Source: an optimization exercise on an open RTL-to-GDS flow (aim: small area and a short achievable clock period). Production flows keep margins and buffers that such runs may drop. RTL that was checked went through simulation tests only; none was proved equivalent to the original. Power figures rest on the tool's default switching activity, not on a simulated workload.

== north ==
// IMU_synth
module IMU_synth (data, value, row, clk, rst);
  output [31:0] data;
  input [31:0] value;
  input [31:0] row;
  input clk;
  input rst;
  wire [24:0] bx = {2'b01, row[22:0]};    
  wire [11:0] neg_d, one_d, two_d;
  genvar g;
  generate for (g = 0; g < 12; g = g + 1) begin : enc
    wire b2 = bx[2*g+1];
    wire b1 = bx[2*g];
    wire b0 = (g == 0) ? 1'b0 : bx[2*g-1];
    assign neg_d[g] = b2;
    assign one_d[g] = b1 ^ b0;
    assign two_d[g] = (b2 & ~b1 & ~b0) | (~b2 & b1 & b0);
  end endgenerate
  wire [7:0] e_d = value[30:23] + row[30:23] + 8'd129;   
  wire v_d = rst & (|row);
  reg [22:0] a_r;
  reg [11:0] one_r, two_r;
  reg [10:0] neg_r;
  reg [7:0] e_r;
  reg s_r, v_r;
  always @(posedge clk) begin
    a_r <= value[22:0];
    one_r <= one_d[11:0];
    two_r <= two_d[11:0];
    neg_r <= neg_d[10:0];
    e_r <= e_d;
    s_r <= value[31] ^ row[31];
    v_r <= v_d;
  end
  wire pp1;
  assign pp1 = ((one_r[0] & a_r[0])) ^ neg_r[0];
  wire pp2;
  assign pp2 = ((one_r[0] & a_r[1]) | (two_r[0] & a_r[0])) ^ neg_r[0];
  wire pp3;
  assign pp3 = ((one_r[0] & a_r[2]) | (two_r[0] & a_r[1])) ^ neg_r[0];
  wire pp4;
  assign pp4 = ((one_r[0] & a_r[3]) | (two_r[0] & a_r[2])) ^ neg_r[0];
  wire pp5;
  assign pp5 = ((one_r[0] & a_r[4]) | (two_r[0] & a_r[3])) ^ neg_r[0];
  wire pp6;
  assign pp6 = ((one_r[0] & a_r[5]) | (two_r[0] & a_r[4])) ^ neg_r[0];
  wire pp7;
  assign pp7 = ((one_r[0] & a_r[6]) | (two_r[0] & a_r[5])) ^ neg_r[0];
  wire pp8;
  assign pp8 = ((one_r[0] & a_r[7]) | (two_r[0] & a_r[6])) ^ neg_r[0];
  wire pp9;
  assign pp9 = ((one_r[0] & a_r[8]) | (two_r[0] & a_r[7])) ^ neg_r[0];
  wire pp10;
  assign pp10 = ((one_r[0] & a_r[9]) | (two_r[0] & a_r[8])) ^ neg_r[0];
  wire pp11;
  ...
Size in the first run: roughly 1800 cells after synthesis, roughly 150 flip-flops, roughly 98 I/O pins.
export LEC_CHECK = 0
export ABC_AREA = 1
export ABC_CLOCK_PERIOD_IN_PS = 4000
export CAP_MARGIN = 20
export CORE_MARGIN = 2
export CORE_UTILIZATION = 45
export CTS_BUF_LIST = sky130_fd_sc_hd__clkbuf_4 sky130_fd_sc_hd__clkbuf_8
export SETUP_SLACK_MARGIN = 3.7
export SLEW_MARGIN = 20
create_clock -name core_clock -period 8.0 [get_ports {clk}]
standard.sh (not shown) runs the stock make flow with config.mk's settings and CLKGATE_MAP_FILE= SYNTH_SCRIPT=/design/flow/synth_recipe.tcl, a recipe that flattens the netlist after the stock synthesis.
==> flow/flow/run.sh <==
#!/bin/bash
# Layout flow: the standard ORFS flow (standard.sh) with two make settings added:
#  - SYNTH_ARGS=-noabc: Yosys's synth skips its early generic "abc -fast" pass, so extract_fa
#    maps the RTL's explicit full adders directly, without polarity inverters between them.
#    Registers, their names and their cell types are the same as the standard synthesis.
#  - BUFFER_PORTS_ARGS: the port buffers are buf_2 cells (repair may resize them later).
# Each tool's full output is in orfs/logs/; make's own output goes to standard.log.
set -euo pipefail
bash standard.sh SYNTH_ARGS=-noabc "BUFFER_PORTS_ARGS=-buffer_cell sky130_fd_sc_hd__buf_2" finish > standard.log 2>&1
Setup changes, north to south
==> flow/config.mk <==
export PLATFORM = sky130hd
export DESIGN_NAME = IMU_synth
export DESIGN_NICKNAME = IMU_synth
export VERILOG_FILES = /design/flow/design.v
export SDC_FILE = /design/flow/constraint.sdc
export NUM_CORES = 4
export LEC_CHECK = 0
export ABC_CLOCK_PERIOD_IN_PS = 4000
export CAP_MARGIN = 20
export CORE_MARGIN = 2
export CORE_UTILIZATION = 35
export CTS_BUF_LIST = sky130_fd_sc_hd__clkbuf_4 sky130_fd_sc_hd__clkbuf_8
export SETUP_SLACK_MARGIN = 3.5
export SLEW_MARGIN = 20
## What came out
Diff north -> south: post-CTS setup repair buffer count moved down; overall routed net length moved down; headroom to the max-slew limit moved up. Net switching power figure ended up about 4.6% lower on south than on north.
### south -> east
-- flow/config.mk --
<<< south, line 9
export CAP_MARGIN = 20
export CORE_MARGIN = 2
export CORE_UTILIZATION = 35
export CTS_BUF_LIST = sky130_fd_sc_hd__clkbuf_4 sky130_fd_sc_hd__clkbuf_8
export SETUP_SLACK_MARGIN = 3.5
>>> east, line 9
export CAP_MARGIN = 20
export CORE_MARGIN = 2
export CORE_UTILIZATION = 45
export CTS_BUF_LIST = sky130_fd_sc_hd__clkbuf_4 sky130_fd_sc_hd__clkbuf_8
export SETUP_SLACK_MARGIN = 3.5
The wire length of the first global-routing pass in east was lower than what south gave.
The final reports for east and south show power of the combinational group lower in the former.
Post-route cell area of east falls short of that of south slightly.

Another version of the RTL of IMU_synth (not shown whole).
Size in the first run: ~1,800 cells after synthesis, about 150 flip-flops, about 0.017 sq mm of cells after synthesis.
export LEC_CHECK = 0
export ABC_AREA = 1
export ABC_CLOCK_PERIOD_IN_PS = 4000
export CAP_MARGIN = 20
export CORE_MARGIN = 2
export CORE_UTILIZATION = 45
export CTS_BUF_LIST = sky130_fd_sc_hd__clkbuf_4 sky130_fd_sc_hd__clkbuf_8
export SETUP_SLACK_MARGIN = 3.8
export SLEW_MARGIN = 20
create_clock -name core_clock -period 8.0 [get_ports {clk}]
Scripts as last shown in full above: flow/flow/run.sh
The starting point completed without violations.
Then changed:
--- a/flow/config.mk
+++ b/flow/config.mk
@@ -13,3 +13,3 @@
 export CTS_BUF_LIST = sky130_fd_sc_hd__clkbuf_4 sky130_fd_sc_hd__clkbuf_8
-export SETUP_SLACK_MARGIN = 3.8
+export SETUP_SLACK_MARGIN = 3.5
 export SLEW_MARGIN = 20
Effect:
- design area is lower by 5.4%
- power is lower by 7.9%
- non-clock buffer count is lower by 24
- die area is unchanged
- critical path depth is lower by 4
- count of clock-buffer cells in the layout is higher by 2
- final cell count is lower by about 1.1%
No run of this note included a check of the RTL's function; only the layout flow was run.

build 32:
IMU_synth with an RTL version that a note above also has.
Size: roughly 1600 cells after synthesis, about 98 I/O pins, ~17000 um^2 of cells after synthesis.
clock: 8.0 ns
lec_check: 0
abc_clock_period_in_ps: 4000
cap_margin: 20
core_margin: 2
core_utilization: 45
cts_buf_list: sky130_fd_sc_hd__clkbuf_4 sky130_fd_sc_hd__clkbuf_8
setup_slack_margin: 3.8
slew_margin: 20
Scripts as last shown in full above: flow/flow/run.sh
Modified inputs, build 64 compared to build 32
--- a/flow/config.mk
+++ b/flow/config.mk
@@ -12,3 +12,4 @@
 export CTS_BUF_LIST = sky130_fd_sc_hd__clkbuf_4 sky130_fd_sc_hd__clkbuf_8
-export SETUP_SLACK_MARGIN = 3.8
+export SETUP_SLACK_MARGIN = 3.5
 export SLEW_MARGIN = 20
+export TNS_END_PERCENT = 10
Notes after the runs:
Build 32: no failed stages, no open violations at the end
Build 64 ended with every stage complete and zero timing, DRC or antenna violations.
Diff build 32..build 64 | height of the die | negligible
Compared with build 32, in build 64 fraction of power consumed by the clock network went up by 1.0 points, post-DP HPWL went up by about 0.43%.
[diff] total internal power, build 64 relative to build 32: improvement
Changes observed in build 64 relative to build 32: wire length now smaller, fill cell total of the finished layout went up by 24.
[inputs] build 23 vs build 64
--- a/flow/config.mk
+++ b/flow/config.mk
@@ -10,3 +10,3 @@
 export CORE_MARGIN = 2
-export CORE_UTILIZATION = 45
+export CORE_UTILIZATION = 55
 export CTS_BUF_LIST = sky130_fd_sc_hd__clkbuf_4 sky130_fd_sc_hd__clkbuf_8
@@ -14,2 +14 @@
 export SLEW_MARGIN = 20
-export TNS_END_PERCENT = 10
--- outcome ---
- Build 23: flow completed, timing, DRC and antenna clean
- Between build 23 and build 64, the multi-input combinational area share does not differ in any meaningful way.
- Build 23 vs. build 64: final non-filler cell total now sits lower, overall fraction of global-route tracks in use now sits higher.
- Build 23 vs build 64: data arrival time of the critical path down
- | met1 global-route usage | build 23 vs build 64 | 6.6 points higher |
- For build 23, the worst setup path category was reg2out, unlike build 64, where it was reg2reg.
- On clock latency of the later-clocked register in the worst-skew pair, build 23 and build 64 are neck and neck.
- Compared with build 64, build 23 shows final critical-path setup slack lower by 0.050 ns.
- Per the comparison of build 23 with build 64, design area went down 85 um^2; clock-buffer cell count now sits lower; non-clock buffer total of the final layout moved down.
> inputs changed (build 23 -> build 2)
--- a/flow/config.mk
+++ b/flow/config.mk
@@ -10,4 +10,5 @@
 export CORE_MARGIN = 2
-export CORE_UTILIZATION = 55
+export CORE_UTILIZATION = 45
 export CTS_BUF_LIST = sky130_fd_sc_hd__clkbuf_4 sky130_fd_sc_hd__clkbuf_8
+export PLACE_DENSITY = 0.75
 export SETUP_SLACK_MARGIN = 3.5
Notes after the runs:
No run among build 23 and build 2 stopped early or left any final violation; all are clean.
The half-perimeter wire length after placement of build 2 falls short of that of build 23 by about 1.5%.
Build 2 — post-route core utilization 11 points lower, build 23 as reference
Build 2 vs build 23: layout filler cell count up by more than 10%
| time the final worst path needs with I/O delays and setup | build 2 vs build 23 | 0.025 ns lower |
[compare] base=build 23 new=build 2: sequential share of layout area held steady, area of all placed cells without fillers held steady.

## run 1
IMU_synth again, from the RTL that the note above started with.
## IMU_synth
module IMU_synth (data, value, row, clk, rst);
  output [31:0] data;
  input [31:0] value;
  input [31:0] row;
  input clk;
  input rst;
  wire [24:0] bx = {2'b01, row[22:0]};    
  wire [11:0] neg_d, one_d, two_d;
  genvar g;
  generate for (g = 0; g < 12; g = g + 1) begin : enc
    wire b2 = bx[2*g+1];
    wire b1 = bx[2*g];
    wire b0 = (g == 0) ? 1'b0 : bx[2*g-1];
    assign neg_d[g] = b2;
    assign one_d[g] = b1 ^ b0;
    assign two_d[g] = (b2 & ~b1 & ~b0) | (~b2 & b1 & b0);
  end endgenerate
  wire [7:0] e_d = value[30:23] + row[30:23] + 8'd129;   
  wire v_d = rst & (|row);
  reg [22:0] a_r;
  reg [11:0] one_r, two_r;
  reg [10:0] neg_r;
  reg [7:0] e_r;
  reg s_r, v_r;
  always @(posedge clk) begin
    a_r <= value[22:0];
    one_r <= one_d[11:0];
    two_r <= two_d[11:0];
    neg_r <= neg_d[10:0];
    e_r <= e_d;
    s_r <= value[31] ^ row[31];
    v_r <= v_d;
  end
  wire pp1;
  assign pp1 = ((one_r[0] & a_r[0])) ^ neg_r[0];
  wire pp2;
  assign pp2 = ((one_r[0] & a_r[1]) | (two_r[0] & a_r[0])) ^ neg_r[0];
  wire pp3;
  assign pp3 = ((one_r[0] & a_r[2]) | (two_r[0] & a_r[1])) ^ neg_r[0];
  wire pp4;
  assign pp4 = ((one_r[0] & a_r[3]) | (two_r[0] & a_r[2])) ^ neg_r[0];
  wire pp5;
  assign pp5 = ((one_r[0] & a_r[4]) | (two_r[0] & a_r[3])) ^ neg_r[0];
  wire pp6;
  assign pp6 = ((one_r[0] & a_r[5]) | (two_r[0] & a_r[4])) ^ neg_r[0];
  wire pp7;
  assign pp7 = ((one_r[0] & a_r[6]) | (two_r[0] & a_r[5])) ^ neg_r[0];
  wire pp8;
  assign pp8 = ((one_r[0] & a_r[7]) | (two_r[0] & a_r[6])) ^ neg_r[0];
  wire pp9;
  assign pp9 = ((one_r[0] & a_r[8]) | (two_r[0] & a_r[7])) ^ neg_r[0];
  wire pp10;
  assign pp10 = ((one_r[0] & a_r[9]) | (two_r[0] & a_r[8])) ^ neg_r[0];
  wire pp11;
  assign pp11 = ((one_r[0] & a_r[10]) | (two_r[0] & a_r[9])) ^ neg_r[0];
  wire pp12;
  assign pp12 = ((one_r[0] & a_r[11]) | (two_r[0] & a_r[10])) ^ neg_r[0];
  wire pp13;
  assign pp13 = ((one_r[0] & a_r[12]) | (two_r[0] & a_r[11])) ^ neg_r[0];
  wire pp14;
  assign pp14 = ((one_r[0] & a_r[13]) | (two_r[0] & a_r[12])) ^ neg_r[0];
  wire pp15;
  assign pp15 = ((one_r[0] & a_r[14]) | (two_r[0] & a_r[13])) ^ neg_r[0];
  ...
Settings: LEC_CHECK=0, ABC_AREA=1, ABC_CLOCK_PERIOD_IN_PS=4000, CAP_MARGIN=20, CORE_MARGIN=2, CORE_UTILIZATION=45, CTS_BUF_LIST=sky130_fd_sc_hd__clkbuf_4 sky130_fd_sc_hd__clkbuf_8, SETUP_SLACK_MARGIN=4.1, SLEW_MARGIN=20; clock period 8.0 ns.
Scripts as last shown in full above: flow/flow/run.sh
Run 1 has completed all stages; timing, DRC and antenna checks passed.
Relative to run 1, the following input files were edited for run 2:
--- a/flow/config.mk
+++ b/flow/config.mk
@@ -12,4 +12,4 @@
 export CORE_UTILIZATION = 45
 export CTS_BUF_LIST = sky130_fd_sc_hd__clkbuf_4 sky130_fd_sc_hd__clkbuf_8
-export SETUP_SLACK_MARGIN = 4.1
+export SETUP_SLACK_MARGIN = 3.8
 export SLEW_MARGIN = 20
[summary]
- Run 2 ends up with a number of cells on the critical path that is 7 lower than in run 1.
- Non-filler instance count after layout of run 2 falls short of that of run 1 by a few percent.
- [run 2] wire length fell 5.0% relative to run 1
- Compared with run 1, run 2 shows power dissipated in the clock network that has gone down by a few percent.
- On run 2: cell-internal power is 7.5% lower than what run 1 gave.
- On run 2: layout overhead on the synthesized area is 9.5 points lower than what run 1 gave.
- Diff run 1 -> run 2: clock power share barely changed; total power moved down; post-route minimum period climbed 0.023 ns.
- Proportion of cell area occupied by multi-input gates, run 2 and run 1, lower one = run 1.
> inputs changed (run 2 -> run 3)
--- a/flow/config.mk
+++ b/flow/config.mk
@@ -12,4 +12,4 @@
 export CORE_UTILIZATION = 45
 export CTS_BUF_LIST = sky130_fd_sc_hd__clkbuf_4 sky130_fd_sc_hd__clkbuf_8
-export SETUP_SLACK_MARGIN = 3.8
+export SETUP_SLACK_MARGIN = 3.9
 export SLEW_MARGIN = 20
==> comparison <==
Run 2 has a higher share of power burned in the clock network than run 3.
Run 3 vs. run 2: transition at the pin with the smallest max-transition slack increased 0.19 ns, setup slack increased 0.092 ns, post-route minimum period decreased 0.092 ns, antenna diode count essentially unchanged, sequential cell count of the final layout essentially unchanged.
Of run 3 and run 2, it is run 3 that has the lower post-route clock period utilization.
Diff run 2 and run 3: total internal power lower in run 2
The run showing the smaller area growth from synthesis to layout is run 2.
For run 4, these inputs were changed with respect to run 3:
--- a/flow/config.mk
+++ b/flow/config.mk
@@ -6,5 +6,4 @@
 export NUM_CORES = 4
 export LEC_CHECK = 0
-export ABC_AREA = 1
 export ABC_CLOCK_PERIOD_IN_PS = 4000
 export CAP_MARGIN = 20
@@ -12,4 +11,4 @@
 export CORE_UTILIZATION = 45
 export CTS_BUF_LIST = sky130_fd_sc_hd__clkbuf_4 sky130_fd_sc_hd__clkbuf_8
-export SETUP_SLACK_MARGIN = 3.9
+export SETUP_SLACK_MARGIN = 3.3
 export SLEW_MARGIN = 20
[summary]
Cmp run 3 and run 4 / total power / lower: run 4. Part of the cycle the worst path needs was lower in run 3 than in run 4. Min per-cell routed wire length across run 3 and run 4: run 3. The lower area of the die of run 3 and run 4 is in run 4. Of run 3 and run 4, the run reporting the lower simple-gate share of the synthesized area was run 4. Compare run 3 and run 4 | critical path's largest stage delay higher: run 3.
## Diff of input files: run 5 against run 4
--- a/flow/config.mk
+++ b/flow/config.mk
@@ -7,8 +7,8 @@
 export LEC_CHECK = 0
 export ABC_CLOCK_PERIOD_IN_PS = 4000
-export CAP_MARGIN = 20
+export CAP_MARGIN = 0
 export CORE_MARGIN = 2
 export CORE_UTILIZATION = 45
 export CTS_BUF_LIST = sky130_fd_sc_hd__clkbuf_4 sky130_fd_sc_hd__clkbuf_8
-export SETUP_SLACK_MARGIN = 3.3
-export SLEW_MARGIN = 20
+export SETUP_SLACK_MARGIN = 3.5
+export SLEW_MARGIN = 0
--- outcome ---
- Higher clock period minus worst slack was reported by run 4, not run 5.
- Clock-pin slew reported for the worst setup and hold paths after clock tree synthesis: run 4 vs run 5, no meaningful difference
- Run 5 gives less met3 layer wire length in the routed design than run 4 did.
- Final routed wire length divided by cell count essentially unchanged between run 4 and run 5.
- Changes observed in run 5 relative to run 4: worst stage delay on the critical path shows no meaningful change, setup slack after layout rose 0.012 ns, sequential fraction of total cell area held steady.
- On routed wire length, run 4 and run 5 are neck and neck.

## port drivers added, routing unchanged
How much do the figures lean on ideal ports? The routed layouts below were timed once more, with nothing changed but the port constraints. Step 1, drivers: a clkbuf_16 drives clk and a buf_2 each remaining input, both assumed. Step 2 also shifts input and output timing later by t, the mid clock arrival at the registers, as if the neighbouring blocks saw the same clock. a / b / c = no drivers / after step 1 / after step 2; a / b = the first two.
| run | t (ns) | setup slack, ns | worst setup path after step 2 | clock arrival spread, ns |
|---|---|---|---|---|
| north | 0.542 | 3.720 / 3.720 / 3.720 | register to register | 0.025 / 0.025 |
| south | 0.542 | 3.240 / 3.190 / 3.519 | register to register | 0.030 / 0.031 |
| east | 0.526 | 3.287 / 3.236 / 3.555 | register to register | 0.026 / 0.025 |
| the first run of note 2 | 0.541 | 3.797 / 3.751 / 3.798 | register to register | 0.020 / 0.020 |
| the second run of note 2 | 0.548 | 3.526 / 3.526 / 3.526 | register to register | 0.017 / 0.017 |
| build 32 | 0.531 | 3.178 / 3.127 / 3.658 | register to output | 0.018 / 0.018 |
| build 64 | 0.524 | 3.210 / 3.210 / 3.210 | register to register | 0.025 / 0.025 |
| build 23 | 0.535 | 3.160 / 3.108 / 3.595 | register to register | 0.022 / 0.022 |
| build 2 | 0.550 | 3.184 / 3.126 / 3.596 | register to register | 0.021 / 0.021 |
| run 1 | 0.543 | 3.804 / 3.804 / 3.804 | register to register | 0.024 / 0.024 |
| run 2 | 0.546 | 3.782 / 3.782 / 3.782 | register to register | 0.025 / 0.024 |
| run 3 | 0.553 | 3.874 / 3.874 / 3.874 | register to register | 0.027 / 0.027 |
| run 4 | 0.537 | 3.275 / 3.223 / 3.479 | register to register | 0.026 / 0.026 |
| run 5 | 0.526 | 3.287 / 3.236 / 3.555 | register to register | 0.026 / 0.025 |
After both steps setup and hold are still met in every run listed.
